Source: an optimization exercise on an open RTL-to-GDS flow (aim: small area and a short achievable clock period). Production flows keep margins and buffers that such runs may drop.
Only simulation tests tie the RTL to the original design; equivalence was not proved.

===== flow/constraint.sdc =====
create_clock -name core_clock -period 8.0 [get_ports {clock}]
set_input_delay 1.6000 -clock core_clock [delete_from_list [all_inputs] [get_ports {clock}]]
set_output_delay 1.6000 -clock core_clock [all_outputs]
set_load 0.01 [all_outputs]

===== flow/design.v =====
`default_nettype none
module fpu_s0 (
    input  logic [4:0] ea,
    input  logic [4:0] eb,
    output logic [4:0] d,
    output logic       e_gt,
    output logic       e_eq
);
    logic [4:0] dab, dba;
    gt5 uecmp(.x(ea), .y(eb), .gt(e_gt));
    sub5 uda(.x(ea), .y(~eb), .s(dab));
    sub5 udb(.x(eb), .y(~ea), .s(dba));
    assign e_eq = ea == eb;
    assign d = e_gt ? dab : dba;
endmodule
module fpu_s1 (
    input  logic [15:0] a,
    input  logic [15:0] b,
    input  logic        sub,
    input  logic [4:0]  d,
    input  logic        e_gt,
    input  logic        e_eq,
    output logic [14:0] sum,
    output logic        gsel,
    output logic [5:0]  xe,
    output logic [11:0] m0,
    output logic [12:0] m1,
    output logic        c8,
    output logic        st
);
    logic c_sub;
    logic [9:0] ma, mb, msx, mg;
    logic [12:0] sh;
    logic stx, eff_sub;
    logic [14:0] ext_g, ext_s, sum_p, sum_m;
    assign ma = a[9:0];
    assign mb = b[9:0];
    assign msx = e_gt ? mb : ma;
    assign mg  = e_gt ? ma : mb;
    assign sh  = {1'b1, msx, 2'b00} >> d;
    always_comb begin
        stx = d > 5'd10;
        for (int j = 0; j < 8; j++)
            if (msx[j] && d > j + 2) stx = 1'b1;
    end
    assign ext_g = {2'b01, mg, 3'b000};
    assign ext_s = {1'b0, sh, stx};
    add15 uadd(.x(ext_g), .y(ext_s), .s(sum_p));
    abs15 usub(.x(ext_g), .y(ext_s), .s(sum_m), .c(c_sub));
    assign eff_sub = a[15] ^ b[15] ^ sub;
    assign sum = eff_sub ? sum_m : sum_p;
    assign gsel = e_gt | (e_eq & ~c_sub);
    assign xe = {1'b0, a[14:10]} + {1'b0, b[14:10]};
    logic [21:0] r0, r1;
    logic [8:0] lo;
    mul_tree mt(.a(ma), .b(mb), .r0, .r1);
    assign lo = {1'b0, r0[7:0]} + {1'b0, r1[7:0]};
    assign c8 = lo[8];
    assign st = |lo[7:0];
    assign m0 = r0[19:8];
    assign m1 = r1[20:8];
endmodule
module fpu_s2 (
    input  logic [15:0] a,
    input  logic [15:0] b,
    input  logic        op_mul,
    input  logic        op_sub,
    input  logic [14:0] sum,
    input  logic        gsel,
    input  logic [5:0]  xe,
    input  logic [11:0] m0,
    input  logic [12:0] m1,
    input  logic        c8,
    input  logic        st,
    output logic [15:0] y
);
    logic sa, sb, sbx;
    logic [4:0] ea, eb, eg;
    logic a_e1, b_e1, a_nan, b_nan, a_inf, b_inf, a_0, b_0;
    logic sg;
    assign sa = a[15];
    assign sb = b[15];
    assign sbx = sb ^ op_sub;
    assign ea = a[14:10];
    assign eb = b[14:10];
    assign a_e1 = &ea;
    assign b_e1 = &eb;
    assign a_nan = a_e1 & (|a[9:0]);
    assign b_nan = b_e1 & (|b[9:0]);
    assign a_inf = a_e1 & ~(|a[9:0]);
    assign b_inf = b_e1 & ~(|b[9:0]);
    assign a_0 = ~(|ea);
    assign b_0 = ~(|eb);
    logic [3:0] nsh;
    logic [14:0] w;
    logic [5:0] exp_a;
    logic ru_a, ovf_a, unf_a, cancel;
    assign eg = gsel ? ea : eb;
    assign sg = gsel ? sa : sbx;
    always_comb begin
        nsh = 4'd12;
        for (int i = 2; i <= 14; i++)
            if (sum[i]) nsh = 4'(14 - i);
    end
    assign w = sum << nsh;
    assign exp_a = {1'b0, eg} + 6'd1 - {2'b00, nsh};
    assign ru_a = w[3] & (w[4] | w[2] | w[1] | w[0]);
    assign ovf_a = sum[14] & (eg == 5'd30);
    assign unf_a = {1'b0, nsh} > eg;
    assign cancel = sum == 15'd0;
    logic [13:0] prod;
    logic p21, rb, pn8, pn12, ru_m, carry_m, quirk, ovf_m, unf_m;
    logic [9:0] m;
    logic [4:0] e_m, xe14, xe15;
    add14 uprod(.x({2'b01, m0}), .y({1'b0, m1}), .ci(c8), .s(prod));
    assign p21 = prod[13];
    assign m    = p21 ? prod[12:3] : prod[11:2];
    assign rb   = p21 ? prod[2] : prod[1];
    assign pn8  = p21 ? prod[1] : prod[0];
    assign pn12 = p21 ? prod[5] : prod[4];
    assign ru_m = rb & (pn8 | st | pn12);
    assign carry_m = ru_m & (&m);
    assign xe14 = 5'(xe - 6'd14);
    assign xe15 = 5'(xe - 6'd15);
    assign e_m = p21 ? xe14 : xe15;
    assign quirk = carry_m & (p21 ? xe >= 6'd29 : xe >= 6'd30);
    assign ovf_m = ~quirk & (p21 ? xe >= 6'd45 : xe >= 6'd46);
    assign unf_m = p21 ? (xe < 6'd14) | ((xe == 6'd14) & ~carry_m)
                       : (xe < 6'd15) | ((xe == 6'd15) & ~carry_m);
    logic [14:0] pre, r15;
    logic ru, sgn, ovf, unf;
    assign pre = op_mul ? {e_m, m} : {exp_a[4:0], w[13:4]};
    assign ru  = op_mul ? ru_m : ru_a;
    inc15 uinc(.x(pre), .ci(ru), .s(r15));
    assign sgn = op_mul ? sa ^ sb : sg;
    assign ovf = op_mul ? ovf_m : ovf_a;
    assign unf = op_mul ? unf_m : unf_a;
    logic nan_r, inf_r, sel_a, sel_b, regular, sel_inf, sel_r, sel_q, sgn_r;
    logic [14:0] mag;
    assign nan_r = a_nan | b_nan | (~op_mul & a_inf & b_inf & (sa ^ sbx));
    assign inf_r = ~nan_r & (a_inf | b_inf);
    assign sel_a = ~op_mul & ~a_0 & b_0 & ~nan_r & ~inf_r;
    assign sel_b = ~op_mul & a_0 & ~b_0 & ~nan_r & ~inf_r;
    assign regular = ~nan_r & ~inf_r & ~a_0 & ~b_0 & (op_mul | ~cancel);
    assign sel_inf = inf_r | (regular & ovf);
    assign sel_q = regular & op_mul & quirk;
    assign sel_r = regular & ~ovf & ~unf & ~(op_mul & quirk);
    assign mag = ({15{nan_r}} & 15'h7FFF)
               | ({15{sel_inf}} & 15'h7C00)
               | ({15{sel_q}} & 15'h3C00)
               | ({15{sel_a}} & a[14:0])
               | ({15{sel_b}} & b[14:0])
               | ({15{sel_r}} & r15);
    assign sgn_r = nan_r
                 | (inf_r & (op_mul ? sa ^ sb : (a_inf ? sa : sbx)))
                 | (sel_a & (sa ^ op_sub))
                 | (sel_b & sbx)
                 | (regular & sgn);
    assign y = {sgn_r, mag};
endmodule
module mul_tree (input logic [9:0] a, input logic [9:0] b, output logic [21:0] r0, output logic [21:0] r1);
    logic pp_0_0, pp_0_1, pp_0_2, pp_0_3, pp_0_4, pp_0_5, pp_0_6, pp_0_7, pp_0_8, pp_0_9, pp_1_0, pp_1_1, pp_1_2, pp_1_3, pp_1_4, pp_1_5, pp_1_6, pp_1_7, pp_1_8, pp_1_9, pp_2_0, pp_2_1, pp_2_2, pp_2_3, pp_2_4, pp_2_5, pp_2_6, pp_2_7, pp_2_8, pp_2_9, pp_3_0, pp_3_1, pp_3_2, pp_3_3, pp_3_4, pp_3_5, pp_3_6, pp_3_7, pp_3_8, pp_3_9, pp_4_0, pp_4_1, pp_4_2, pp_4_3, pp_4_4, pp_4_5, pp_4_6, pp_4_7, pp_4_8, pp_4_9, pp_5_0, pp_5_1, pp_5_2, pp_5_3, pp_5_4, pp_5_5, pp_5_6, pp_5_7, pp_5_8, pp_5_9, pp_6_0, pp_6_1, pp_6_2, pp_6_3, pp_6_4, pp_6_5, pp_6_6, pp_6_7, pp_6_8, pp_6_9, pp_7_0, pp_7_1, pp_7_2, pp_7_3, pp_7_4, pp_7_5, pp_7_6, pp_7_7, pp_7_8, pp_7_9, pp_8_0, pp_8_1, pp_8_2, pp_8_3, pp_8_4, pp_8_5, pp_8_6, pp_8_7, pp_8_8, pp_8_9, pp_9_0, pp_9_1, pp_9_2, pp_9_3, pp_9_4, pp_9_5, pp_9_6, pp_9_7, pp_9_8, pp_9_9, t1, t2, t3, t4, t5, t6, t7, t8, t9, t10, t11, t12, t13, t14, t15, t16, t17, t18, t19, t20, t21, t22, t23, t24, t25, t26, t27, t28, t29, t30, t31, t32, t33, t34, t35, t36, t37, t38, t39, t40, t41, t42, t43, t44, t45, t46, t47, t48, t49, t50, t51, t52, t53, t54, t55, t56, t57, t58, t59, t60, t61, t62, t63, t64, t65, t66, t67, t68, t69, t70, t71, t72, t73, t74, t75, t76, t77, t78, t79, t80, t81, t82, t83, t84, t85, t86, t87, t88, t89, t90, t91, t92, t93, t94, t95, t96, t97, t98, t99, t100, t101, t102, t103, t104, t105, t106, t107, t108, t109, t110, t111, t112, t113, t114, t115, t116, t117, t118, t119, t120, t121, t122, t123, t124, t125, t126, t127, t128, t129, t130, t131, t132, t133, t134, t135, t136, t137, t138, t139, t140, t141, t142, t143, t144, t145, t146, t147, t148, t149, t150, t151, t152, t153, t154, t155, t156, t157, t158, t159, t160, t161, t162, t163, t164, t165, t166, t167, t168, t169, t170, t171, t172, t173, t174, t175, t176, t177, t178, t179, t180;
    assign pp_0_0 = a[0] & b[0];
    assign pp_0_1 = a[0] & b[1];
    assign pp_0_2 = a[0] & b[2];
    assign pp_0_3 = a[0] & b[3];
    assign pp_0_4 = a[0] & b[4];
    assign pp_0_5 = a[0] & b[5];
    assign pp_0_6 = a[0] & b[6];
    assign pp_0_7 = a[0] & b[7];
    assign pp_0_8 = a[0] & b[8];
    assign pp_0_9 = a[0] & b[9];
    assign pp_1_0 = a[1] & b[0];
    assign pp_1_1 = a[1] & b[1];
    assign pp_1_2 = a[1] & b[2];
    assign pp_1_3 = a[1] & b[3];
    assign pp_1_4 = a[1] & b[4];
    assign pp_1_5 = a[1] & b[5];
    assign pp_1_6 = a[1] & b[6];
    assign pp_1_7 = a[1] & b[7];
    assign pp_1_8 = a[1] & b[8];
    assign pp_1_9 = a[1] & b[9];
    assign pp_2_0 = a[2] & b[0];
    assign pp_2_1 = a[2] & b[1];
    assign pp_2_2 = a[2] & b[2];
    assign pp_2_3 = a[2] & b[3];
    assign pp_2_4 = a[2] & b[4];
    assign pp_2_5 = a[2] & b[5];
    assign pp_2_6 = a[2] & b[6];
    assign pp_2_7 = a[2] & b[7];
    assign pp_2_8 = a[2] & b[8];
    assign pp_2_9 = a[2] & b[9];
    assign pp_3_0 = a[3] & b[0];
    assign pp_3_1 = a[3] & b[1];
    assign pp_3_2 = a[3] & b[2];
    assign pp_3_3 = a[3] & b[3];
    assign pp_3_4 = a[3] & b[4];
    assign pp_3_5 = a[3] & b[5];
    assign pp_3_6 = a[3] & b[6];
    assign pp_3_7 = a[3] & b[7];
    assign pp_3_8 = a[3] & b[8];
    assign pp_3_9 = a[3] & b[9];
    assign pp_4_0 = a[4] & b[0];
    assign pp_4_1 = a[4] & b[1];
    assign pp_4_2 = a[4] & b[2];
    assign pp_4_3 = a[4] & b[3];
    assign pp_4_4 = a[4] & b[4];
    assign pp_4_5 = a[4] & b[5];
    assign pp_4_6 = a[4] & b[6];
    assign pp_4_7 = a[4] & b[7];
    assign pp_4_8 = a[4] & b[8];
    assign pp_4_9 = a[4] & b[9];
    assign pp_5_0 = a[5] & b[0];
    assign pp_5_1 = a[5] & b[1];
    assign pp_5_2 = a[5] & b[2];
    assign pp_5_3 = a[5] & b[3];
    assign pp_5_4 = a[5] & b[4];
    assign pp_5_5 = a[5] & b[5];
    assign pp_5_6 = a[5] & b[6];
    assign pp_5_7 = a[5] & b[7];
    assign pp_5_8 = a[5] & b[8];
    assign pp_5_9 = a[5] & b[9];
    assign pp_6_0 = a[6] & b[0];
    assign pp_6_1 = a[6] & b[1];
    assign pp_6_2 = a[6] & b[2];
    assign pp_6_3 = a[6] & b[3];
    assign pp_6_4 = a[6] & b[4];
    assign pp_6_5 = a[6] & b[5];
    assign pp_6_6 = a[6] & b[6];
    assign pp_6_7 = a[6] & b[7];
    assign pp_6_8 = a[6] & b[8];
    assign pp_6_9 = a[6] & b[9];
    assign pp_7_0 = a[7] & b[0];
    assign pp_7_1 = a[7] & b[1];
    assign pp_7_2 = a[7] & b[2];
    assign pp_7_3 = a[7] & b[3];
    assign pp_7_4 = a[7] & b[4];
    assign pp_7_5 = a[7] & b[5];
    assign pp_7_6 = a[7] & b[6];
    assign pp_7_7 = a[7] & b[7];
    assign pp_7_8 = a[7] & b[8];
    assign pp_7_9 = a[7] & b[9];
    assign pp_8_0 = a[8] & b[0];
    assign pp_8_1 = a[8] & b[1];
    assign pp_8_2 = a[8] & b[2];
    assign pp_8_3 = a[8] & b[3];
    assign pp_8_4 = a[8] & b[4];
    assign pp_8_5 = a[8] & b[5];
    assign pp_8_6 = a[8] & b[6];
    assign pp_8_7 = a[8] & b[7];
    assign pp_8_8 = a[8] & b[8];
    assign pp_8_9 = a[8] & b[9];
    assign pp_9_0 = a[9] & b[0];
    assign pp_9_1 = a[9] & b[1];
    assign pp_9_2 = a[9] & b[2];
    assign pp_9_3 = a[9] & b[3];
    assign pp_9_4 = a[9] & b[4];
    assign pp_9_5 = a[9] & b[5];
    assign pp_9_6 = a[9] & b[6];
    assign pp_9_7 = a[9] & b[7];
    assign pp_9_8 = a[9] & b[8];
    assign pp_9_9 = a[9] & b[9];
    assign t1 = pp_0_9 ^ pp_1_8;
    assign t2 = pp_0_9 & pp_1_8;
    fa3 u_t3 (.x(a[0]), .y(pp_1_9), .z(pp_2_8), .s(t3), .c(t4));
    assign t5 = pp_3_7 ^ pp_4_6;
    assign t6 = pp_3_7 & pp_4_6;
    fa3 u_t7 (.x(a[1]), .y(pp_2_9), .z(pp_3_8), .s(t7), .c(t8));
    assign t9 = pp_4_7 ^ pp_5_6;
    assign t10 = pp_4_7 & pp_5_6;
    fa3 u_t11 (.x(a[2]), .y(pp_3_9), .z(pp_4_8), .s(t11), .c(t12));
    assign t13 = pp_0_6 ^ pp_1_5;
    assign t14 = pp_0_6 & pp_1_5;
    fa3 u_t15 (.x(pp_0_7), .y(pp_1_6), .z(pp_2_5), .s(t15), .c(t16));
    assign t17 = pp_3_4 ^ pp_4_3;
    assign t18 = pp_3_4 & pp_4_3;
    fa3 u_t19 (.x(pp_0_8), .y(pp_1_7), .z(pp_2_6), .s(t19), .c(t20));
    fa3 u_t21 (.x(pp_3_5), .y(pp_4_4), .z(pp_5_3), .s(t21), .c(t22));
    assign t23 = pp_6_2 ^ pp_7_1;
    assign t24 = pp_6_2 & pp_7_1;
    fa3 u_t25 (.x(pp_2_7), .y(pp_3_6), .z(pp_4_5), .s(t25), .c(t26));
    fa3 u_t27 (.x(pp_5_4), .y(pp_6_3), .z(pp_7_2), .s(t27), .c(t28));
    fa3 u_t29 (.x(pp_8_1), .y(pp_9_0), .z(t1), .s(t29), .c(t30));
    fa3 u_t31 (.x(pp_5_5), .y(pp_6_4), .z(pp_7_3), .s(t31), .c(t32));
    fa3 u_t33 (.x(pp_8_2), .y(pp_9_1), .z(b[0]), .s(t33), .c(t34));
    fa3 u_t35 (.x(t2), .y(t3), .z(t5), .s(t35), .c(t36));
    fa3 u_t37 (.x(pp_6_5), .y(pp_7_4), .z(pp_8_3), .s(t37), .c(t38));
    fa3 u_t39 (.x(pp_9_2), .y(b[1]), .z(t4), .s(t39), .c(t40));
    fa3 u_t41 (.x(t6), .y(t7), .z(t9), .s(t41), .c(t42));
    fa3 u_t43 (.x(pp_5_7), .y(pp_6_6), .z(pp_7_5), .s(t43), .c(t44));
    fa3 u_t45 (.x(pp_8_4), .y(pp_9_3), .z(b[2]), .s(t45), .c(t46));
    fa3 u_t47 (.x(t8), .y(t10), .z(t11), .s(t47), .c(t48));
    fa3 u_t49 (.x(a[3]), .y(pp_4_9), .z(pp_5_8), .s(t49), .c(t50));
    fa3 u_t51 (.x(pp_6_7), .y(pp_7_6), .z(pp_8_5), .s(t51), .c(t52));
    fa3 u_t53 (.x(pp_9_4), .y(b[3]), .z(t12), .s(t53), .c(t54));
    fa3 u_t55 (.x(a[4]), .y(pp_5_9), .z(pp_6_8), .s(t55), .c(t56));
    fa3 u_t57 (.x(pp_7_7), .y(pp_8_6), .z(pp_9_5), .s(t57), .c(t58));
    fa3 u_t59 (.x(a[5]), .y(pp_6_9), .z(pp_7_8), .s(t59), .c(t60));
    assign t61 = pp_0_4 ^ pp_1_3;
    assign t62 = pp_0_4 & pp_1_3;
    fa3 u_t63 (.x(pp_0_5), .y(pp_1_4), .z(pp_2_3), .s(t63), .c(t64));
    assign t65 = pp_3_2 ^ pp_4_1;
    assign t66 = pp_3_2 & pp_4_1;
    fa3 u_t67 (.x(pp_2_4), .y(pp_3_3), .z(pp_4_2), .s(t67), .c(t68));
    fa3 u_t69 (.x(pp_5_1), .y(pp_6_0), .z(t13), .s(t69), .c(t70));
    fa3 u_t71 (.x(pp_5_2), .y(pp_6_1), .z(pp_7_0), .s(t71), .c(t72));
    fa3 u_t73 (.x(t14), .y(t15), .z(t17), .s(t73), .c(t74));
    fa3 u_t75 (.x(pp_8_0), .y(t16), .z(t18), .s(t75), .c(t76));
    fa3 u_t77 (.x(t19), .y(t21), .z(t23), .s(t77), .c(t78));
    fa3 u_t79 (.x(t20), .y(t22), .z(t24), .s(t79), .c(t80));
    fa3 u_t81 (.x(t25), .y(t27), .z(t29), .s(t81), .c(t82));
    fa3 u_t83 (.x(t26), .y(t28), .z(t30), .s(t83), .c(t84));
    fa3 u_t85 (.x(t31), .y(t33), .z(t35), .s(t85), .c(t86));
    fa3 u_t87 (.x(t32), .y(t34), .z(t36), .s(t87), .c(t88));
    fa3 u_t89 (.x(t37), .y(t39), .z(t41), .s(t89), .c(t90));
    fa3 u_t91 (.x(t38), .y(t40), .z(t42), .s(t91), .c(t92));
    fa3 u_t93 (.x(t43), .y(t45), .z(t47), .s(t93), .c(t94));
    fa3 u_t95 (.x(t44), .y(t46), .z(t48), .s(t95), .c(t96));
    fa3 u_t97 (.x(t49), .y(t51), .z(t53), .s(t97), .c(t98));
    fa3 u_t99 (.x(b[4]), .y(t50), .z(t52), .s(t99), .c(t100));
    fa3 u_t101 (.x(t54), .y(t55), .z(t57), .s(t101), .c(t102));
    fa3 u_t103 (.x(pp_8_7), .y(pp_9_6), .z(b[5]), .s(t103), .c(t104));
    fa3 u_t105 (.x(t56), .y(t58), .z(t59), .s(t105), .c(t106));
    fa3 u_t107 (.x(a[6]), .y(pp_7_9), .z(pp_8_8), .s(t107), .c(t108));
    fa3 u_t109 (.x(pp_9_7), .y(b[6]), .z(t60), .s(t109), .c(t110));
    fa3 u_t111 (.x(a[7]), .y(pp_8_9), .z(pp_9_8), .s(t111), .c(t112));
    assign t113 = pp_0_3 ^ pp_1_2;
    assign t114 = pp_0_3 & pp_1_2;
    fa3 u_t115 (.x(pp_2_2), .y(pp_3_1), .z(pp_4_0), .s(t115), .c(t116));
    fa3 u_t117 (.x(pp_5_0), .y(t62), .z(t63), .s(t117), .c(t118));
    fa3 u_t119 (.x(t64), .y(t66), .z(t67), .s(t119), .c(t120));
    fa3 u_t121 (.x(t68), .y(t70), .z(t71), .s(t121), .c(t122));
    fa3 u_t123 (.x(t72), .y(t74), .z(t75), .s(t123), .c(t124));
    fa3 u_t125 (.x(t76), .y(t78), .z(t79), .s(t125), .c(t126));
    fa3 u_t127 (.x(t80), .y(t82), .z(t83), .s(t127), .c(t128));
    fa3 u_t129 (.x(t84), .y(t86), .z(t87), .s(t129), .c(t130));
    fa3 u_t131 (.x(t88), .y(t90), .z(t91), .s(t131), .c(t132));
    fa3 u_t133 (.x(t92), .y(t94), .z(t95), .s(t133), .c(t134));
    fa3 u_t135 (.x(t96), .y(t98), .z(t99), .s(t135), .c(t136));
    fa3 u_t137 (.x(t100), .y(t102), .z(t103), .s(t137), .c(t138));
    fa3 u_t139 (.x(t104), .y(t106), .z(t107), .s(t139), .c(t140));
    fa3 u_t141 (.x(b[7]), .y(t108), .z(t110), .s(t141), .c(t142));
    fa3 u_t143 (.x(a[8]), .y(pp_9_9), .z(b[8]), .s(t143), .c(t144));
    assign t145 = pp_0_2 ^ pp_1_1;
    assign t146 = pp_0_2 & pp_1_1;
    fa3 u_t147 (.x(pp_2_1), .y(pp_3_0), .z(t113), .s(t147), .c(t148));
    fa3 u_t149 (.x(t61), .y(t114), .z(t115), .s(t149), .c(t150));
    fa3 u_t151 (.x(t65), .y(t116), .z(t117), .s(t151), .c(t152));
    fa3 u_t153 (.x(t69), .y(t118), .z(t119), .s(t153), .c(t154));
    fa3 u_t155 (.x(t73), .y(t120), .z(t121), .s(t155), .c(t156));
    fa3 u_t157 (.x(t77), .y(t122), .z(t123), .s(t157), .c(t158));
    fa3 u_t159 (.x(t81), .y(t124), .z(t125), .s(t159), .c(t160));
    fa3 u_t161 (.x(t85), .y(t126), .z(t127), .s(t161), .c(t162));
    fa3 u_t163 (.x(t89), .y(t128), .z(t129), .s(t163), .c(t164));
    fa3 u_t165 (.x(t93), .y(t130), .z(t131), .s(t165), .c(t166));
    fa3 u_t167 (.x(t97), .y(t132), .z(t133), .s(t167), .c(t168));
    fa3 u_t169 (.x(t101), .y(t134), .z(t135), .s(t169), .c(t170));
    fa3 u_t171 (.x(t105), .y(t136), .z(t137), .s(t171), .c(t172));
    fa3 u_t173 (.x(t109), .y(t138), .z(t139), .s(t173), .c(t174));
    fa3 u_t175 (.x(t111), .y(t140), .z(t141), .s(t175), .c(t176));
    fa3 u_t177 (.x(t112), .y(t142), .z(t143), .s(t177), .c(t178));
    fa3 u_t179 (.x(a[9]), .y(b[9]), .z(t144), .s(t179), .c(t180));
    assign r0 = {1'b0, 1'b1, t178, t176, t174, t172, t170, t168, t166, t164, t162, t160, t158, t156, t154, t152, t150, t148, t146, pp_2_0, pp_0_1, pp_0_0};
    assign r1 = {1'b0, t180, t179, t177, t175, t173, t171, t169, t167, t165, t163, t161, t159, t157, t155, t153, t151, t149, t147, t145, pp_1_0, 1'b0};
endmodule
module fa3 (input logic x, y, z, output logic s, c);
    assign s = x ^ y ^ z;
    assign c = (x & y) | (x & z) | (y & z);
endmodule
module gt5 (input logic [4:0] x, input logic [4:0] y, output logic gt);
    logic [4:0] p, g;
    logic G1, P1, G2, P2, G3, P3, G4, P4;
    assign p = ~(x ^ y);
    assign g = x & ~y;
    pg_cell u1 (.gh(g[1]), .ph(p[1]), .gl(g[0]), .pl(p[0]), .go(G1), .po(P1));
    pg_cell u2 (.gh(g[3]), .ph(p[3]), .gl(g[2]), .pl(p[2]), .go(G2), .po(P2));
    pg_cell u3 (.gh(G2), .ph(P2), .gl(G1), .pl(P1), .go(G3), .po(P3));
    pg_g u4 (.gh(g[4]), .ph(p[4]), .gl(G3), .go(G4));
    assign gt = G4;
endmodule
module sub5 (input logic [4:0] x, input logic [4:0] y, output logic [4:0] s);
    logic [4:0] p, g;
    logic G1, P1, G2, P2, G3, P3, G4, P4, G5, P5;
    assign p = x ^ y;
    assign g = x & y;
    logic g0c;
    assign g0c = x[0] | y[0];
    pg_cell u1 (.gh(g[1]), .ph(p[1]), .gl(g0c), .pl(p[0]), .go(G1), .po(P1));
    pg_cell u2 (.gh(g[3]), .ph(p[3]), .gl(g[2]), .pl(p[2]), .go(G2), .po(P2));
    pg_g u3 (.gh(g[2]), .ph(p[2]), .gl(G1), .go(G3));
    pg_cell u4 (.gh(G2), .ph(P2), .gl(G1), .pl(P1), .go(G4), .po(P4));
    pg_g u5 (.gh(g[4]), .ph(p[4]), .gl(G4), .go(G5));
    assign s = p ^ {G4, G3, G1, g0c, 1'b1};
endmodule
module add15 (input logic [14:0] x, input logic [14:0] y, output logic [14:0] s);
    logic [14:0] p, g;
    logic G1, P1, G2, P2, G3, P3, G4, P4, G5, P5, G6, P6, G7, P7, G8, P8, G9, P9, G10, P10, G11, P11, G12, P12, G13, P13, G14, P14, G15, P15, G16, P16, G17, P17, G18, P18, G19, P19, G20, P20, G21, P21, G22, P22, G23, P23, G24, P24, G25, P25, G26, P26, G27, P27, G28, P28;
    assign p = x ^ y;
    assign g = x & y;
    pg_cell u1 (.gh(g[1]), .ph(p[1]), .gl(g[0]), .pl(p[0]), .go(G1), .po(P1));
    pg_cell u2 (.gh(g[3]), .ph(p[3]), .gl(g[2]), .pl(p[2]), .go(G2), .po(P2));
    pg_cell u3 (.gh(g[5]), .ph(p[5]), .gl(g[4]), .pl(p[4]), .go(G3), .po(P3));
    pg_cell u4 (.gh(g[7]), .ph(p[7]), .gl(g[6]), .pl(p[6]), .go(G4), .po(P4));
    pg_cell u5 (.gh(g[9]), .ph(p[9]), .gl(g[8]), .pl(p[8]), .go(G5), .po(P5));
    pg_cell u6 (.gh(g[11]), .ph(p[11]), .gl(g[10]), .pl(p[10]), .go(G6), .po(P6));
    pg_cell u7 (.gh(g[13]), .ph(p[13]), .gl(g[12]), .pl(p[12]), .go(G7), .po(P7));
    pg_g u8 (.gh(g[2]), .ph(p[2]), .gl(G1), .go(G8));
    pg_cell u9 (.gh(G2), .ph(P2), .gl(G1), .pl(P1), .go(G9), .po(P9));
    pg_cell u10 (.gh(g[6]), .ph(p[6]), .gl(G3), .pl(P3), .go(G10), .po(P10));
    pg_cell u11 (.gh(G4), .ph(P4), .gl(G3), .pl(P3), .go(G11), .po(P11));
    pg_cell u12 (.gh(g[10]), .ph(p[10]), .gl(G5), .pl(P5), .go(G12), .po(P12));
    pg_cell u13 (.gh(G6), .ph(P6), .gl(G5), .pl(P5), .go(G13), .po(P13));
    pg_cell u14 (.gh(g[14]), .ph(p[14]), .gl(G7), .pl(P7), .go(G14), .po(P14));
    pg_g u15 (.gh(g[4]), .ph(p[4]), .gl(G9), .go(G15));
    pg_g u16 (.gh(G3), .ph(P3), .gl(G9), .go(G16));
    pg_g u17 (.gh(G10), .ph(P10), .gl(G9), .go(G17));
    pg_cell u18 (.gh(G11), .ph(P11), .gl(G9), .pl(P9), .go(G18), .po(P18));
    pg_cell u19 (.gh(g[12]), .ph(p[12]), .gl(G13), .pl(P13), .go(G19), .po(P19));
    pg_cell u20 (.gh(G7), .ph(P7), .gl(G13), .pl(P13), .go(G20), .po(P20));
    pg_cell u21 (.gh(G14), .ph(P14), .gl(G13), .pl(P13), .go(G21), .po(P21));
    pg_g u22 (.gh(g[8]), .ph(p[8]), .gl(G18), .go(G22));
    pg_g u23 (.gh(G5), .ph(P5), .gl(G18), .go(G23));
    pg_g u24 (.gh(G12), .ph(P12), .gl(G18), .go(G24));
    pg_g u25 (.gh(G13), .ph(P13), .gl(G18), .go(G25));
    pg_g u26 (.gh(G19), .ph(P19), .gl(G18), .go(G26));
    pg_g u27 (.gh(G20), .ph(P20), .gl(G18), .go(G27));
    pg_g u28 (.gh(G21), .ph(P21), .gl(G18), .go(G28));
    assign s = p ^ {G27, G26, G25, G24, G23, G22, G18, G17, G16, G15, G9, G8, G1, g[0], 1'b0};
endmodule
module abs15 (input logic [14:0] x, input logic [14:0] y, output logic [14:0] s, output logic c);
    logic [14:0] p, g, t, t1, cg, cp;
    logic G1, P1, G2, P2, G3, P3, G4, P4, G5, P5, G6, P6, G7, P7, G8, P8, G9, P9, G10, P10, G11, P11, G12, P12, G13, P13, G14, P14, G15, P15, G16, P16, G17, P17, G18, P18, G19, P19, G20, P20, G21, P21, G22, P22, G23, P23, G24, P24, G25, P25, G26, P26, G27, P27, G28, P28;
    assign p = x ^ ~y;
    assign g = x & ~y;
    pg_cell u1 (.gh(g[1]), .ph(p[1]), .gl(g[0]), .pl(p[0]), .go(G1), .po(P1));
    pg_cell u2 (.gh(g[3]), .ph(p[3]), .gl(g[2]), .pl(p[2]), .go(G2), .po(P2));
    pg_cell u3 (.gh(g[5]), .ph(p[5]), .gl(g[4]), .pl(p[4]), .go(G3), .po(P3));
    pg_cell u4 (.gh(g[7]), .ph(p[7]), .gl(g[6]), .pl(p[6]), .go(G4), .po(P4));
    pg_cell u5 (.gh(g[9]), .ph(p[9]), .gl(g[8]), .pl(p[8]), .go(G5), .po(P5));
    pg_cell u6 (.gh(g[11]), .ph(p[11]), .gl(g[10]), .pl(p[10]), .go(G6), .po(P6));
    pg_cell u7 (.gh(g[13]), .ph(p[13]), .gl(g[12]), .pl(p[12]), .go(G7), .po(P7));
    pg_cell u8 (.gh(g[2]), .ph(p[2]), .gl(G1), .pl(P1), .go(G8), .po(P8));
    pg_cell u9 (.gh(G2), .ph(P2), .gl(G1), .pl(P1), .go(G9), .po(P9));
    pg_cell u10 (.gh(g[6]), .ph(p[6]), .gl(G3), .pl(P3), .go(G10), .po(P10));
    pg_cell u11 (.gh(G4), .ph(P4), .gl(G3), .pl(P3), .go(G11), .po(P11));
    pg_cell u12 (.gh(g[10]), .ph(p[10]), .gl(G5), .pl(P5), .go(G12), .po(P12));
    pg_cell u13 (.gh(G6), .ph(P6), .gl(G5), .pl(P5), .go(G13), .po(P13));
    pg_cell u14 (.gh(g[14]), .ph(p[14]), .gl(G7), .pl(P7), .go(G14), .po(P14));
    pg_cell u15 (.gh(g[4]), .ph(p[4]), .gl(G9), .pl(P9), .go(G15), .po(P15));
    pg_cell u16 (.gh(G3), .ph(P3), .gl(G9), .pl(P9), .go(G16), .po(P16));
    pg_cell u17 (.gh(G10), .ph(P10), .gl(G9), .pl(P9), .go(G17), .po(P17));
    pg_cell u18 (.gh(G11), .ph(P11), .gl(G9), .pl(P9), .go(G18), .po(P18));
    pg_cell u19 (.gh(g[12]), .ph(p[12]), .gl(G13), .pl(P13), .go(G19), .po(P19));
    pg_cell u20 (.gh(G7), .ph(P7), .gl(G13), .pl(P13), .go(G20), .po(P20));
    pg_cell u21 (.gh(G14), .ph(P14), .gl(G13), .pl(P13), .go(G21), .po(P21));
    pg_cell u22 (.gh(g[8]), .ph(p[8]), .gl(G18), .pl(P18), .go(G22), .po(P22));
    pg_cell u23 (.gh(G5), .ph(P5), .gl(G18), .pl(P18), .go(G23), .po(P23));
    pg_cell u24 (.gh(G12), .ph(P12), .gl(G18), .pl(P18), .go(G24), .po(P24));
    pg_cell u25 (.gh(G13), .ph(P13), .gl(G18), .pl(P18), .go(G25), .po(P25));
    pg_cell u26 (.gh(G19), .ph(P19), .gl(G18), .pl(P18), .go(G26), .po(P26));
    pg_cell u27 (.gh(G20), .ph(P20), .gl(G18), .pl(P18), .go(G27), .po(P27));
    pg_cell u28 (.gh(G21), .ph(P21), .gl(G18), .pl(P18), .go(G28), .po(P28));
    assign cg = {G27, G26, G25, G24, G23, G22, G18, G17, G16, G15, G9, G8, G1, g[0], 1'b0};
    assign cp = {P27, P26, P25, P24, P23, P22, P18, P17, P16, P15, P9, P8, P1, p[0], 1'b1};
    assign t = p ^ cg;
    assign t1 = p ^ (cg | cp);
    assign c = G28;
    assign s = c ? t1 : ~t;
endmodule
module add14 (input logic [13:0] x, input logic [13:0] y, input logic ci, output logic [13:0] s);
    logic [13:0] p, g;
    logic G1, P1, G2, P2, G3, P3, G4, P4, G5, P5, G6, P6, G7, P7, G8, P8, G9, P9, G10, P10, G11, P11, G12, P12, G13, P13, G14, P14, G15, P15, G16, P16, G17, P17, G18, P18, G19, P19, G20, P20, G21, P21, G22, P22, G23, P23, G24, P24, G25, P25;
    assign p = x ^ y;
    assign g = x & y;
    logic g0c;
    pg_g u_cin (.gh(g[0]), .ph(p[0]), .gl(ci), .go(g0c));
    pg_cell u1 (.gh(g[1]), .ph(p[1]), .gl(g0c), .pl(p[0]), .go(G1), .po(P1));
    pg_cell u2 (.gh(g[3]), .ph(p[3]), .gl(g[2]), .pl(p[2]), .go(G2), .po(P2));
    pg_cell u3 (.gh(g[5]), .ph(p[5]), .gl(g[4]), .pl(p[4]), .go(G3), .po(P3));
    pg_cell u4 (.gh(g[7]), .ph(p[7]), .gl(g[6]), .pl(p[6]), .go(G4), .po(P4));
    pg_cell u5 (.gh(g[9]), .ph(p[9]), .gl(g[8]), .pl(p[8]), .go(G5), .po(P5));
    pg_cell u6 (.gh(g[11]), .ph(p[11]), .gl(g[10]), .pl(p[10]), .go(G6), .po(P6));
    pg_cell u7 (.gh(g[13]), .ph(p[13]), .gl(g[12]), .pl(p[12]), .go(G7), .po(P7));
    pg_g u8 (.gh(g[2]), .ph(p[2]), .gl(G1), .go(G8));
    pg_cell u9 (.gh(G2), .ph(P2), .gl(G1), .pl(P1), .go(G9), .po(P9));
    pg_cell u10 (.gh(g[6]), .ph(p[6]), .gl(G3), .pl(P3), .go(G10), .po(P10));
    pg_cell u11 (.gh(G4), .ph(P4), .gl(G3), .pl(P3), .go(G11), .po(P11));
    pg_cell u12 (.gh(g[10]), .ph(p[10]), .gl(G5), .pl(P5), .go(G12), .po(P12));
    pg_cell u13 (.gh(G6), .ph(P6), .gl(G5), .pl(P5), .go(G13), .po(P13));
    pg_g u14 (.gh(g[4]), .ph(p[4]), .gl(G9), .go(G14));
    pg_g u15 (.gh(G3), .ph(P3), .gl(G9), .go(G15));
    pg_g u16 (.gh(G10), .ph(P10), .gl(G9), .go(G16));
    pg_cell u17 (.gh(G11), .ph(P11), .gl(G9), .pl(P9), .go(G17), .po(P17));
    pg_cell u18 (.gh(g[12]), .ph(p[12]), .gl(G13), .pl(P13), .go(G18), .po(P18));
    pg_cell u19 (.gh(G7), .ph(P7), .gl(G13), .pl(P13), .go(G19), .po(P19));
    pg_g u20 (.gh(g[8]), .ph(p[8]), .gl(G17), .go(G20));
    pg_g u21 (.gh(G5), .ph(P5), .gl(G17), .go(G21));
    pg_g u22 (.gh(G12), .ph(P12), .gl(G17), .go(G22));
    pg_g u23 (.gh(G13), .ph(P13), .gl(G17), .go(G23));
    pg_g u24 (.gh(G18), .ph(P18), .gl(G17), .go(G24));
    pg_g u25 (.gh(G19), .ph(P19), .gl(G17), .go(G25));
    assign s = p ^ {G24, G23, G22, G21, G20, G17, G16, G15, G14, G9, G8, G1, g0c, ci};
endmodule
module inc15 (input logic [14:0] x, input logic ci, output logic [14:0] s);
    logic A1, A2, A3, A4, A5, A6, A7, A8, A9, A10, A11, A12, A13, A14, A15, A16, A17, A18, A19, A20, A21, A22, A23, A24, A25, A26, A27, A28;
    and_cell u1 (.a(x[1]), .b(x[0]), .y(A1));
    and_cell u2 (.a(x[3]), .b(x[2]), .y(A2));
    and_cell u3 (.a(x[5]), .b(x[4]), .y(A3));
    and_cell u4 (.a(x[7]), .b(x[6]), .y(A4));
    and_cell u5 (.a(x[9]), .b(x[8]), .y(A5));
    and_cell u6 (.a(x[11]), .b(x[10]), .y(A6));
    and_cell u7 (.a(x[13]), .b(x[12]), .y(A7));
    and_cell u8 (.a(x[2]), .b(A1), .y(A8));
    and_cell u9 (.a(A2), .b(A1), .y(A9));
    and_cell u10 (.a(x[6]), .b(A3), .y(A10));
    and_cell u11 (.a(A4), .b(A3), .y(A11));
    and_cell u12 (.a(x[10]), .b(A5), .y(A12));
    and_cell u13 (.a(A6), .b(A5), .y(A13));
    and_cell u14 (.a(x[14]), .b(A7), .y(A14));
    and_cell u15 (.a(x[4]), .b(A9), .y(A15));
    and_cell u16 (.a(A3), .b(A9), .y(A16));
    and_cell u17 (.a(A10), .b(A9), .y(A17));
    and_cell u18 (.a(A11), .b(A9), .y(A18));
    and_cell u19 (.a(x[12]), .b(A13), .y(A19));
    and_cell u20 (.a(A7), .b(A13), .y(A20));
    and_cell u21 (.a(A14), .b(A13), .y(A21));
    and_cell u22 (.a(x[8]), .b(A18), .y(A22));
    and_cell u23 (.a(A5), .b(A18), .y(A23));
    and_cell u24 (.a(A12), .b(A18), .y(A24));
    and_cell u25 (.a(A13), .b(A18), .y(A25));
    and_cell u26 (.a(A19), .b(A18), .y(A26));
    and_cell u27 (.a(A20), .b(A18), .y(A27));
    and_cell u28 (.a(A21), .b(A18), .y(A28));
    assign s = x ^ {(A27 & ci), (A26 & ci), (A25 & ci), (A24 & ci), (A23 & ci), (A22 & ci), (A18 & ci), (A17 & ci), (A16 & ci), (A15 & ci), (A9 & ci), (A8 & ci), (A1 & ci), (x[0] & ci), ci};
endmodule
module pg_cell (input logic gh, ph, gl, pl, output logic go, po);
    assign go = gh | (ph & gl);
    assign po = ph & pl;
endmodule
module pg_g (input logic gh, ph, gl, output logic go);
    assign go = gh | (ph & gl);
endmodule
module and_cell (input logic a, b, output logic y);
    assign y = a & b;
endmodule
module input_16(
    input logic clock, reset,
    input logic [9:0] data_in,
    output logic [15:0] num1, num2,
    output logic [15:0] num1_next, num2_next,
    output logic op_mul, op_sub,
    output logic start,
    output logic sub_now
);
    logic count;
    logic is_a, is_b, is_op;
    assign is_a  = data_in[1:0] == 2'b01;
    assign is_b  = data_in[1:0] == 2'b10;
    assign is_op = data_in[1:0] == 2'b11;
    assign sub_now = is_op ? data_in[3] : op_sub;
    assign num1_next[7:0]  = (is_a && !count) ? data_in[9:2] : num1[7:0];
    assign num1_next[15:8] = (is_a &&  count) ? data_in[9:2] : num1[15:8];
    assign num2_next[7:0]  = (is_b && !count) ? data_in[9:2] : num2[7:0];
    assign num2_next[15:8] = (is_b &&  count) ? data_in[9:2] : num2[15:8];
    always_ff @(posedge clock or posedge reset) begin
        if (reset) begin
            num1 <= 'd0;
            num2 <= 'd0;
            start <= 1'b0;
            count <= 1'b0;
        end
        else begin
            num1 <= num1_next;
            num2 <= num2_next;
            if (is_a || is_b) count <= ~count;
            start <= is_op;
        end
    end
    always_ff @(posedge clock) begin
        if (is_op) begin
            op_mul <= data_in[4];
            op_sub <= data_in[3];
        end
    end
endmodule: input_16
module output_16(
    input logic clock, reset,
    input logic [15:0] ans,
    input logic done_calc,
    output logic [9:0] data_out
);
    logic count;
    logic valid;
    logic [7:0] byte_q;
    assign data_out = {byte_q, valid, valid};
    always_ff @(posedge clock or posedge reset) begin
        if (reset) begin
            byte_q <= 'd0;
            valid <= 1'b0;
            count <= 1'b0;
        end
        else begin
            valid <= done_calc | count;
            count <= done_calc;
            byte_q <= done_calc ? ans[15:8] : count ? ans[7:0] : 8'd0;
        end
    end
endmodule: output_16
module top(
    input logic clock, reset,
    input logic [9:0] inp,
    output logic [9:0] out
);
    logic [15:0] a, b, a_next, b_next, y;
    logic op_mul, op_sub, start;
    logic sub_now;
    input_16 in1(.clock, .reset, .data_in(inp), .num1(a), .num2(b),
                 .num1_next(a_next), .num2_next(b_next),
                 .op_mul, .op_sub, .start, .sub_now);
    logic e_gt, e_gt_d, e_ne, e_eq_d;
    logic [4:0] d, d_d;
    fpu_s0 s0(.ea(a_next[14:10]), .eb(b_next[14:10]), .d(d_d), .e_gt(e_gt_d), .e_eq(e_eq_d));
    always_ff @(posedge clock or posedge reset) begin
        if (reset) begin
            d <= 5'd0;
            e_gt <= 1'b0;
            e_ne <= 1'b0;
        end
        else begin
            d <= d_d;
            e_gt <= e_gt_d;
            e_ne <= ~e_eq_d;
        end
    end
    logic [14:0] sum, sum_d;
    logic gsel, gsel_d;
    logic [5:0] xe, xe_d;
    logic [11:0] m0, m0_d;
    logic [12:0] m1, m1_d;
    logic c8, c8_d, st, st_d;
    fpu_s1 s1(.a, .b, .sub(sub_now), .d, .e_gt, .e_eq(~e_ne), .sum(sum_d), .gsel(gsel_d), .xe(xe_d),
              .m0(m0_d), .m1(m1_d), .c8(c8_d), .st(st_d));
    always_ff @(posedge clock) begin
        sum  <= sum_d;
        gsel <= gsel_d;
        xe   <= xe_d;
        m0   <= m0_d;
        m1   <= m1_d;
        c8   <= c8_d;
        st   <= st_d;
    end
    fpu_s2 s2(.a, .b, .op_mul, .op_sub, .sum, .gsel, .xe, .m0, .m1, .c8, .st, .y);
    output_16 out1(.clock, .reset, .ans(y), .done_calc(start), .data_out(out));
endmodule

===== flow/config.mk =====
export PLATFORM = sky130hd
export DESIGN_NAME = top
export DESIGN_NICKNAME = top
export VERILOG_FILES = /design/flow/design.v
export SDC_FILE = /design/flow/constraint.sdc
export NUM_CORES = 4
export LEC_CHECK = 0
export CAP_MARGIN = 20
export CORE_MARGIN = 2
export CORE_UTILIZATION = 40
export SETUP_SLACK_MARGIN = 3.75
export SLEW_MARGIN = 20
export SYNTH_HIERARCHICAL = 1
export SYNTH_MINIMUM_KEEP_SIZE = 0

===== flow/run.sh =====
#!/bin/bash
# synth_recipe.tcl (not shown) runs the flow's synth.tcl, then flattens the netlist and writes it again
# the make line also repeats each setting of config.mk as NAME=value (left out here)
make -C /OpenROAD-flow-scripts/flow DESIGN_CONFIG=/design/flow/config.mk WORK_HOME=/design/flow/orfs CLKGATE_MAP_FILE= SYNTH_SCRIPT=/design/flow/synth_recipe.tcl finish

==> results of run 1 <==
==> layout by cell type (no fill, tap or decap), drive strengths merged, types with 8 or more instances in the layout <==
| cell type | count |
|---|---|
| mux2 | 83 |
| nor4b | 15 |
| nor4 | 12 |
| dfxtp | 50 |
| nand2b | 12 |
| mux2i | 35 |
| xor2 | 39 |
| o21ai | 31 |
| a221o | 10 |
| inv | 76 |
| clkdlybuf4s50 | 21 |
| xnor2 | 31 |
| buf | 27 |
| a2111oi | 15 |
| fa | 82 |
| a22o | 11 |
| a211oi | 9 |
| a21oi | 37 |
| conb | 17 |
| nor2 | 71 |
| nor3b | 16 |
| o22ai | 8 |
| clkbuf | 10 |
| nand3 | 17 |
| dfrtp | 51 |
| nor3 | 19 |
| and2 | 177 |
| a21o | 103 |
| o211a | 13 |
| nand2 | 61 |
| ha | 98 |
==> per-stage QoR <==
stage	hold slack (ns)	setup WS [ns]	instance area (um^2)
floorplan	0.458	3.90	13000
global placement	0.513	3.17	13200
detailed placement	0.530	3.00	13200
CTS	0.546	3.77	13700
global route	0.578	3.64	13800
finish	0.538	3.90	13800
==> worst max-delay path, cell delays in order (launching register included) <==
cell and delay, ns:
sky130_fd_sc_hd__dfxtp_1 0.31, sky130_fd_sc_hd__ha_1 0.30, sky130_fd_sc_hd__a21o_1 0.18, sky130_fd_sc_hd__a21o_1 0.22, sky130_fd_sc_hd__a21o_4 0.22, sky130_fd_sc_hd__a21o_4 0.23, sky130_fd_sc_hd__a21o_4 0.23, sky130_fd_sc_hd__xor3_4 0.40
sky130_fd_sc_hd__or4_1 0.58, sky130_fd_sc_hd__o221ai_2 0.16, sky130_fd_sc_hd__nor4_4 0.11, sky130_fd_sc_hd__o21ai_1 0.19, sky130_fd_sc_hd__and4b_4 0.29, sky130_fd_sc_hd__a211o_1 0.31, sky130_fd_sc_hd__a22o_1 0.24
==> worst paths after layout <==
kind	to	startpoint	slack [ns]
min in group asynchronous	e_ne	reset	1.74
worst max-delay path	out1.byte_q[4]	m0[0]	3.90
max in group asynchronous	in1.num2[5]	reset	5.78
worst max register to register	out1.byte_q[4]	m0[0]	3.90
worst min-delay path	out1.valid	out1.count	0.54
worst min register to register	out1.valid	out1.count	0.54
==> registers in the layout, summed over array words and instances (netlist names), 5 cells and up <==
name and flops:
in1.num2 16, in1.num1 16, out1.byte_q 8, m1 13, d 5, sum 15
xe 6, m0 12
==> routing by layer <==
metal | track usage [%] | vias to the layer above
li1 | - | 4770
met3 | 2.73 | 49
met5 | 0 | -
met4 | 6.56 | 0
met2 | 33.8 | 213
met1 | 26.2 | 4814
==> final cells by class <==
class	count	area [um^2]	area share, %
multi-input combinational	1116	9920	71.9
clock inverter	7	87.6	0.635
clock buffer	9	225	1.63
inverter	77	298	2.16
tap	402	503	3.65
sequential	102	2330	16.9
timing repair buffer	49	428	3.10
==> timing repair <==
action	in CTS	in global routing
pin swaps	7	10
setup endpoints to repair	23	18
hold endpoints to repair	0	0
gates cloned	2	0
buffers inserted	5	7
resized for setup	27	22
==> notes.md, run 1 <==
Hold path:
- Counting instances, the worst hold path has a depth of 1.
- The min-delay analysis places its worst path in the category register to register.

Clock tree:
- The number of buffers created by CTS is 9.
- After clock tree synthesis, the clock-pin slew on the worst setup and hold paths is 0.08 ns.
- The clock latency at the later pin of the worst-skew pair is 0.37 ns.
- The number of clock sinks seen by CTS is 102.
- The CTS tree is yes.
- The clock passes through at most 2 buffers.
- Clock tree synthesis selected as its root buffer the cell sky130_fd_sc_hd__clkbuf_16.
- In this run the number of H-tree levels came out at 3.
- Buffers inserted to repair hold after CTS numbered 0.

Finish:
- The number of inserted filler cells in the final layout is approximately 3100.
- The area growth from synthesis to layout is 6.82%.
- 0 antenna diodes ended up in the layout.
- The utilization after layout is 43.6%.
- The final layout contains 1547 nets.
- Leaving out filler cells and counting taps, the final layout contains approximately 1800.
- The layout cell share with drive strength beyond 1 is 15.1%.

Route:
- After detailed routing, the number of remaining DRC violations is 0.
- The residual antenna-violating net count after detailed routing is 0.
- The met1 wire length is 14700 um.
- Summed over all layers, the routed wires come to 32800 um.
- Wire segments on met2 add up to 15600 um in the final route.
- The amount of wire on met3 after detailed routing is between 1500 and 2000 um.
- The total number of vias is 9846.
- The detailed-route vias per instance is 5.59.
- The number of DRC markers after the initial detailed-route iteration is 879.
- The highest metal layer carrying signal wires in the routed design is met4.
- The average routed wire per standard cell is 18.6 um.
- The pre-antenna-repair detailed-routing pass consisted of 5 iterations.

Die:
- The vertical die dimension is ~180 um.
- The die footprint is 33700 um^2.
- The die width is 184 um.
- The number of I/O pins is 22.
- The effective utilization at floorplan is 40.8%.
- The number of placement rows is between 60 and 70.
- The core region is 31600 um^2.

Timing:
- Subtracting the final worst setup slack from the clock period gives ~4.1 ns.
- The remaining max-slew budget at the tightest pin is a little under two fifths.
- The final clock period utilization by the worst path is 51.2%.
- The highest clock frequency the design can meet is 244 MHz.
- Setup repair after global routing could not meet its margin everywhere.
- For the pin with the worst max-slew slack, the measured transition is 0.931 ns.
- Setup violations remaining at the end of the flow were counted as 0.
- The total negative slack for setup checks is 0 ns.
- The clock skew is 0.0189 ns.
- The final max-slew violation count is 0.
- The number of hold-slack violations in the final timing report was 0.

Yosys:
- The number of standard cells after synthesis is about 1400.
- The count of warnings emitted by yosys is 11.
- The cell area after synthesis is 12900 um^2.
- In this run the mean area of a mapped cell was 9.46 um^2.

Setup path:
- STA classifies the critical path endpoint as a register.
- The worst-path maximum fanout is 15.
- Data on the critical path is required at its endpoint by 8.24 ns.
- Data on the critical path arrives at its endpoint at roughly 4.3 ns.
- The type of element launching the critical path is a register.
- The worst setup path category is register to register.
- Counting cells, the worst reg-to-reg path comes to 14.

Placement:
- Detailed placement ended at an HPWL of roughly 25000 um.
- The last weighted congestion value of the routability-driven placer is 0.855.
- Including well taps, the total number of placed cells is between 1500 and 2000.
- Input and output buffers added on the ports amount to 21.

Global routing:
- After global routing the overflow that remains totals 0.
- The initial antenna violation count was 0.
- The number of global-route vias before repair was 9787.
- The total track usage is 19.9%.
- The first global-routing pass estimated around 53000 um of wire.
- The largest net degree at the start of global routing is 35.

Outcome:
- The run finished with no timing, DRC or antenna violations.

Run:
- The number of maximum-capacitance violations is 0.
==> run 2: changes to the inputs <==
--- a/flow/config.mk
+++ b/flow/config.mk
@@ -8,7 +8,7 @@
 export CAP_MARGIN = 20
 export CORE_MARGIN = 2
 export CORE_UTILIZATION = 40
-export SETUP_SLACK_MARGIN = 3.75
+export SETUP_SLACK_MARGIN = 4.0
 export SLEW_MARGIN = 20
 export SYNTH_HIERARCHICAL = 1
 export SYNTH_MINIMUM_KEEP_SIZE = 0
==> run 2 against run 1 <==
Against the previous run: still clean on timing, DRC and antenna; count of clock-buffer cells in the layout did not move; worst hold slack improved by 0.039 ns; critical path type unchanged; highest routed layer unchanged.
==> notes.md, run 2 <==
Placement:
- In this run, placement finished with an instance count of 1731.
- At the end of routability-driven placement, the weighted congestion stood at roughly 0.9.
- The port buffer count is 21.
- Once detailed placement completed, the half-perimeter wirelength came to 25000 um.

Die:
- The die is 184 um wide.
- The vertical die dimension is 184 um.
- The effective utilization at floorplan is about two fifths.
- The die covers 33700 um^2.
- The floorplan has 65 rows.
- In this run the count of I/O pins placed on the die edge is 22.
- The floorplan step defined a core boundary enclosing 31600 um^2.

Timing:
- The minimum clock period is 3.95 ns.
- The actual slew at the worst max-slew pin is ~0.8 ns.
- The final count of negative-setup-slack endpoints is 0.
- Final hold analysis gives a worst-case slack of roughly 0.58 ns.
- The worst path uses 49.4% of the clock period.
- Setup repair after global routing could not meet its margin everywhere.
- The total negative slack for setup checks is 0 ns.
- Clock skew on the completed layout was measured at 0.0175 ns.
- The final max-slew violation count is 0.
- The number of hold-slack violations in the final timing report came to 0.
- The remaining max-slew budget at the tightest pin is between 40 and 50%.
- The highest clock frequency the design can meet is 253 MHz.

Setup path:
- Following the worst setup path forward leads to its endpoint at out1.byte_q[3].
- On the worst path, the slowest cell contributes a delay of 0.34 ns.
- The worst setup path category is register to register.
- At the worst endpoint, the required time is a little over 8 ns.
- The worst-path maximum fanout is 5.
- The register-to-register path setup slack is slightly above 4 ns.
- The launch point of the worst path is m0[0].
- The signal on the critical path passes through ha_4 > a21o_1 > a21o_1 > a21o_1 > a21o_4 > a21o_4 > buf_6 > xor3_2 > mux2i_2 > nor2_1 > a21oi_2 > o31ai_4 > and2_4 > buf_4 > and2_1 > and2_4 > nand2_4 > xnor2_2 > a211o_1 > a22o_1.
- The family with the most delay on the worst path is compound AO/OA/AOI/OAI gates.
- The kind of end point of the critical path is a register.
- The cell with the largest stage delay on the worst path is sky130_fd_sc_hd__dfxtp_2.
- In this run the critical register-to-register path is captured at out1.byte_q[3].
- By instance count, the cell type seen most on the critical path is sky130_fd_sc_hd__a21o_1.
- The arrival time at the worst endpoint is 4.19 ns.
- STA classifies the critical path startpoint as a register.
- The launch instance of the worst register-to-register path is m0[0].
- The buffer and inverter count on the worst path is 2.
- The length in cells of the worst reg-to-reg path is 20.
- The critical path runs through a total of 20 cells.

Finish:
- After the last flow step, the layout net total stands at 1584.
- In the final layout, the registers with the most flip-flops are in1.num1 x16, in1.num2 x16, sum x15.
- The growth of design area from synthesis to finish is 11.4%.
- Fill cells in the final layout number 3002.
- The number of antenna cells inserted is 0.
- The combined area of the multi-input logic cells is between 10000 and 15000 um^2.
- After the flow finishes, the layout carries non-filler instances totaling roughly 1800.
- The area of all sequential standard cells is 2340 um^2.
- The library cells used most frequently in the layout, excluding fill and tap cells, are sky130_fd_sc_hd__and2_1, sky130_fd_sc_hd__a21o_1, sky130_fd_sc_hd__ha_1.
- The layout cell share with drive strength beyond 1 is about a fifth.
- The most frequent standard cell in the layout excluding fill and tap cells is sky130_fd_sc_hd__and2_1.

Clock tree:
- CTS built an H-tree with a depth of 3.
- The number of buffers inserted by hold repair at cts is 0.
- The number of clock sinks seen by CTS is 102.
- Clock tree synthesis selected as its root buffer the cell sky130_fd_sc_hd__clkbuf_16.
- At the later pin of the worst-skew pair, clock insertion delay measures 0.37 ns.
- Clock-pin slew was measured on the worst setup and hold paths at 0.09 ns.
- The clock passes through at most 2 buffers.
- TritonCTS built the clock tree.
- The number of buffers created by CTS is 9.

Yosys:
- The synthesized netlist occupies a cell area of 12900 um^2.
- The number of standard cells after synthesis is between 1000 and 1500.
- The count of warnings emitted by yosys is 11.
- The average instance area after synthesis is 9.46 um^2.

Global routing:
- The largest net degree at the start of global routing is 35.
- The total track usage is 20.4%.
- For this run the aggregate overflow at the end of global routing stands at 0.
- The initial antenna violation count is 0.
- The number of global-route vias before repair is 10045.
- The first global-routing pass estimated around 55000 um of wire.

Run:
- The tool flagged a number of max-cap violations equal to 0.

Route:
- The detailed-route vias per instance is 5.69.
- The average routed wire per standard cell is 19.0 um.
- The number of DRC markers after the initial detailed-route iteration is 927.
- In this run the remaining antenna-violating nets after routing total 0.
- The wire length after detailed routing is 34200 um.
- The pre-antenna-repair detailed-routing pass consisted of 5 iterations.
- The total DRC errors in the routed layout is 0.
- The routed layout has around 10000 vias.

Hold path:
- The class of the tightest hold or removal check is register to register.

Outcome:
- The flow ran to the end and the layout has no timing, DRC or antenna violations.
run 2: worst min path at each step:
stage | slack, ns | cells past startpoint | startpoint | endpoint
2_1_floorplan | 0.46 | 0 | in1.start | out1.count
3_3_place_gp | 0.54 | 1 | out1.count | out1.valid
3_5_place_dp | 0.55 | 1 | out1.count | out1.valid
4_1_cts | 0.56 | 1 | out1.count | out1.valid
5_1_grt | 0.59 | 1 | out1.count | out1.valid
6_report | 0.58 | 1 | out1.count | out1.valid
run 2: cell type report:
class | count | share of cell area, %
multi-input cells | 1120 | 71.0
flip-flops and latches | 102 | 16.3
repair buffers | 82 | 4.87
well taps | 402 | 3.50
inverters | 77 | 2.10
clock buffers | 9 | 1.57
clock inverters | 7 | 0.652
run 2: per-stage QoR:
stage / util, % / worst slack, ns / instance area, um^2
after floorplan: - / 4.01 / 13000
after global routing: 45.5 / 3.87 / 14400
after detailed placement: 41.7 / 2.97 / 13200
after global placement: 41.7 / 3.14 / 13200
after CTS: 44.0 / 3.92 / 13900
final: 45.5 / 4.05 / 14400
run 2: what timing repair did:
action / in CTS / in global routing
cloned: 3 / 3
resized for setup: 50 / 77
setup endpoints to repair: 24 / 25
setup buffers: 30 / 16
pin swaps: 24 / 19
run 2: metal layers:
| metal | global-route usage [%] | vias up | routed length (um) |
|---|---|---|---|
| met5 | 0 | - | 0 |
| met4 | 4.70 | 0 | 499 |
| met3 | 1.51 | 30 | 1190 |
| met2 | 35.4 | 239 | 16500 |
| met1 | 27.7 | 5112 | 15900 |
| li1 | - | 4848 | - |
==> run 3: changes to the inputs <==
--- a/flow/config.mk
+++ b/flow/config.mk
@@ -8,7 +8,9 @@
 export CAP_MARGIN = 20
 export CORE_MARGIN = 2
 export CORE_UTILIZATION = 40
+export GPL_ROUTABILITY_DRIVEN = 0
 export SETUP_SLACK_MARGIN = 4.0
 export SLEW_MARGIN = 20
 export SYNTH_HIERARCHICAL = 1
 export SYNTH_MINIMUM_KEEP_SIZE = 0
+export TNS_END_PERCENT = 5
==> run 3 against run 2 <==
Against the previous run: still clean on timing, DRC and antenna; sequential share of layout area is 0.27 points higher; synthesized area stayed put; via count is 1.4% lower; register-to-register slack worse by 0.16 ns; cell count is 0.61% lower; first-iteration DRC count is 15% lower; global-route usage is 0.080 points lower; worst hold slack worse by 0.026 ns; critical path type unchanged; highest routed layer unchanged.
==> notes.md, run 3 <==
Timing:
- The highest clock frequency the design can meet is 243 MHz.
- Setup repair after global routing could not meet its margin everywhere.
- The total negative slack for setup checks is 0 ns.
- The remaining max-slew budget at the tightest pin is 41.7%.
- The clock arrives with 0.0187 ns of skew.
- The actual slew at the worst max-slew pin is 0.875 ns.
- The final clock period utilization by the worst path is 51.4%.
- The number of hold-slack violations in the final timing report was 0.
- The final max-slew violation count was 0.
- The final count of negative-setup-slack endpoints is 0.
- The minimum clock period is 4.11 ns.

Die:
- The number of I/O pins is 22.
- The floorplan has 65 rows.
- Once the floorplan was initialized, standard cells occupied 40.8% of the core.
- The die is ~180 um wide.
- The area of the placeable core is 31600 um^2.
- The die covers 33700 um^2.
- The vertical die dimension is 184 um.

Route:
- Dividing the detail-routed wire length by the instance count gives between 15 and 20 um.
- The total number of vias is a little over 10000.
- The number of DRC markers after the initial detailed-route iteration is between 700 and 800.
- The pre-antenna-repair detailed-routing pass consisted of 5 iterations.
- The wire length after detailed routing is around 34000 um.
- The residual antenna-violating net count after detailed routing is 0.
- In the routed design, unresolved DRC markers number 0.
- The detailed-route vias per instance is 5.64.

Setup path:
- The buffer and inverter count on the worst path is 2.
- The cell with the largest stage delay on the worst path is sky130_fd_sc_hd__xor3_4.
- STA puts the critical path data arrival time at 4.36 ns.
- The cell that appears most often on the critical path is sky130_fd_sc_hd__a21o_1.
- The worst setup path is captured at a register.
- The worst setup path is of the register to register kind.
- Traced cell by cell, the critical path runs through ha_4 > a21o_1 > a21o_1 > a21o_1 > a21o_4 > a21o_4 > xor3_4 > buf_8 > mux2i_4 > nor2_1 > a211o_1 > and2_1 > and2_4 > and2_4 > buf_4 > and2_4 > nand2_2 > xnor2_2 > a21o_1 > a22o_1.
- The number of gates on the worst path with buffers counted is 20.
- The type of element launching the critical path is a register.
- The maximum cell stage delay along the critical path is roughly 0.39 ns.
- The data required time of the critical path is 8.25 ns.
- The worst-path maximum fanout is 6.
- The length in cells of the worst reg-to-reg path is 20.
- The family with the most delay on the worst path is compound AO/OA/AOI/OAI gates.

Yosys:
- For this run, the number of Yosys warnings is 11.
- The cell area after synthesis is 12900 um^2.
- The number of standard cells after synthesis is 1365.
- Dividing the synthesized area by the synthesized cell count gives 9.46 um^2.

Finish:
- After routing the design area is between 10000 and 15000 um^2.
- The layout cell share with drive strength beyond 1 is 18.5%.
- After the last flow step, the layout net total stands at 1573.
- In the layout the commonest cells are sky130_fd_sc_hd__and2_1, sky130_fd_sc_hd__a21o_1, sky130_fd_sc_hd__ha_1.
- The largest registers in the layout are in1.num1 x16, in1.num2 x16, sum x15.
- The most frequent standard cell in the layout excluding fill and tap cells is sky130_fd_sc_hd__and2_1.
- The number of antenna diodes in the final layout is 0.
- The area growth from synthesis to layout is 10.1%.

Placement:
- Detailed placement ended at an HPWL of 25000 um.
- The port buffer count is 21.
- The placed instance area is 13200 um^2.

Clock tree:
- TritonCTS built the clock tree.
- In this run, post-CTS hold repair placed 0 buffers.
- The clock drives ~100 sinks.
- The register clock-pin slew on the reported worst setup and hold paths is ~0.090 ns.
- In this run, CTS created clock tree buffers numbering 9.
- The master cell of the clock root buffer is sky130_fd_sc_hd__clkbuf_16.
- The H-tree depth is 3.
- For the worst-skew pair, the clock arrives at the later sink with an insertion delay of roughly 0.38 ns.
- Counting along the longest clock path gives a buffer depth of 2.

Run:
- The number of maximum-capacitance violations is 0.

Hold path:
- The depth of the worst hold-timing path is 2.
- The class of the tightest hold or removal check is register to register.

Outcome:
- The run finished with no timing, DRC or antenna violations.

Global routing:
- For this run the aggregate overflow at the end of global routing stands at 0.
- Across every metal layer, demand over resource in global routing totals 20.3%.
- The number of global-route vias before repair came to 10028.
- The initial antenna violation count is 1.
- The first global-routing pass estimated 54200 um of wire.
- Entering global routing, the biggest net connects 35 pins.
[run 3: final cells by class]
| cell class | instances | area [um^2] |
|---|---|---|
| clock buffer | 9 | 225 |
| clock inverter | 7 | 104 |
| fill | 3015 | 17400 |
| inverter | 77 | 302 |
| multi-input combinational | 1117 | 10100 |
| sequential | 102 | 2350 |
| tap | 402 | 503 |
| timing repair buffer | 74 | 669 |
[run 3: final timing paths]
path	from	endpoint	slack, ns
min in group asynchronous	reset	d[1]	1.71
worst min register to register	e_ne	gsel	0.55
worst max register to register	m1[0]	out1.byte_q[1]	3.89
worst max-delay path	m1[0]	out1.byte_q[1]	3.89
max in group asynchronous	reset	in1.num2[6]	5.82
worst min-delay path	e_ne	gsel	0.55
[run 3: metrics by stage]
step | hold slack [ns] | setup slack [ns] | utilization, % | cells
floorplan | 0.458 | 4.01 | - | 1377
global placement | 0.518 | 3.10 | 41.6 | 1729
detailed placement | 0.525 | 2.89 | 41.6 | 1729
CTS | 0.547 | 3.73 | 43.9 | 1772
global route | 0.593 | 3.78 | 44.9 | 1788
finish | 0.550 | 3.89 | 44.9 | 1788
[run 3: timing repair]
action / CTS / global route
cloned: 2 / 1
endpoints found under the setup margin: 24 / 28
pin swaps: 17 / 29
resized for setup: 52 / 49
setup buffers: 25 / 15
[run 3: worst reg2reg max path, stage by stage (launching register included)]
cell and delay, ns:
sky130_fd_sc_hd__dfxtp_2 0.34, sky130_fd_sc_hd__ha_4 0.23, sky130_fd_sc_hd__a21o_1 0.20, sky130_fd_sc_hd__a21o_1 0.19, sky130_fd_sc_hd__a21o_1 0.22, sky130_fd_sc_hd__a21o_4 0.23, sky130_fd_sc_hd__a21o_4 0.20, sky130_fd_sc_hd__xor3_4 0.39
sky130_fd_sc_hd__buf_8 0.19, sky130_fd_sc_hd__mux2i_4 0.18, sky130_fd_sc_hd__nor2_1 0.07, sky130_fd_sc_hd__a211o_1 0.26, sky130_fd_sc_hd__and2_1 0.15, sky130_fd_sc_hd__and2_4 0.15, sky130_fd_sc_hd__and2_4 0.17, sky130_fd_sc_hd__buf_4 0.13
sky130_fd_sc_hd__and2_4 0.13, sky130_fd_sc_hd__nand2_2 0.08, sky130_fd_sc_hd__xnor2_2 0.09, sky130_fd_sc_hd__a21o_1 0.16, sky130_fd_sc_hd__a22o_1 0.25
[run 3: per-layer routing]
metal  track usage (%)  vias up  share of wire (%)
met5                 0        -                  0
met4              5.73        0                1.8
met3              2.26       34                3.7
met2              34.4      216                 47
met1              27.5     5028                 47
li1                  -     4809                  -

-- afterwards: timing with drivers on the ports --
In the flow no input, the clock included, has a driving cell. The finished layouts below were timed again as built, in two steps. Step 1 (the two cells are an assumption about what drives the block):
set clk [get_ports {clock}]
set_driving_cell -lib_cell sky130_fd_sc_hd__clkbuf_16 $clk
set_driving_cell -lib_cell sky130_fd_sc_hd__buf_2 [delete_from_list [all_inputs] $clk]
Step 2, shift: input delay + t, output delay - t, t = (earliest + latest rising clock arrival at the registers) / 2. This alone moves slack from input paths to output paths. a / b / c = ideal / step 1 / step 2; a / b = the first two.
run | t (ns) | slack for setup (ns) | worst setup path at the end
run 1 | 0.408 | 3.902 / 3.902 / 3.676 | input to register
run 2 | 0.403 | 4.052 / 4.052 / 3.785 | input to register
run 3 | 0.412 | 3.891 / 3.891 / 3.692 | input to register
After both steps setup and hold are still met in every run listed. For run 2, which loses most, drivers alone change the setup slack by 0.000 ns; drivers and shift together by -0.267 ns.
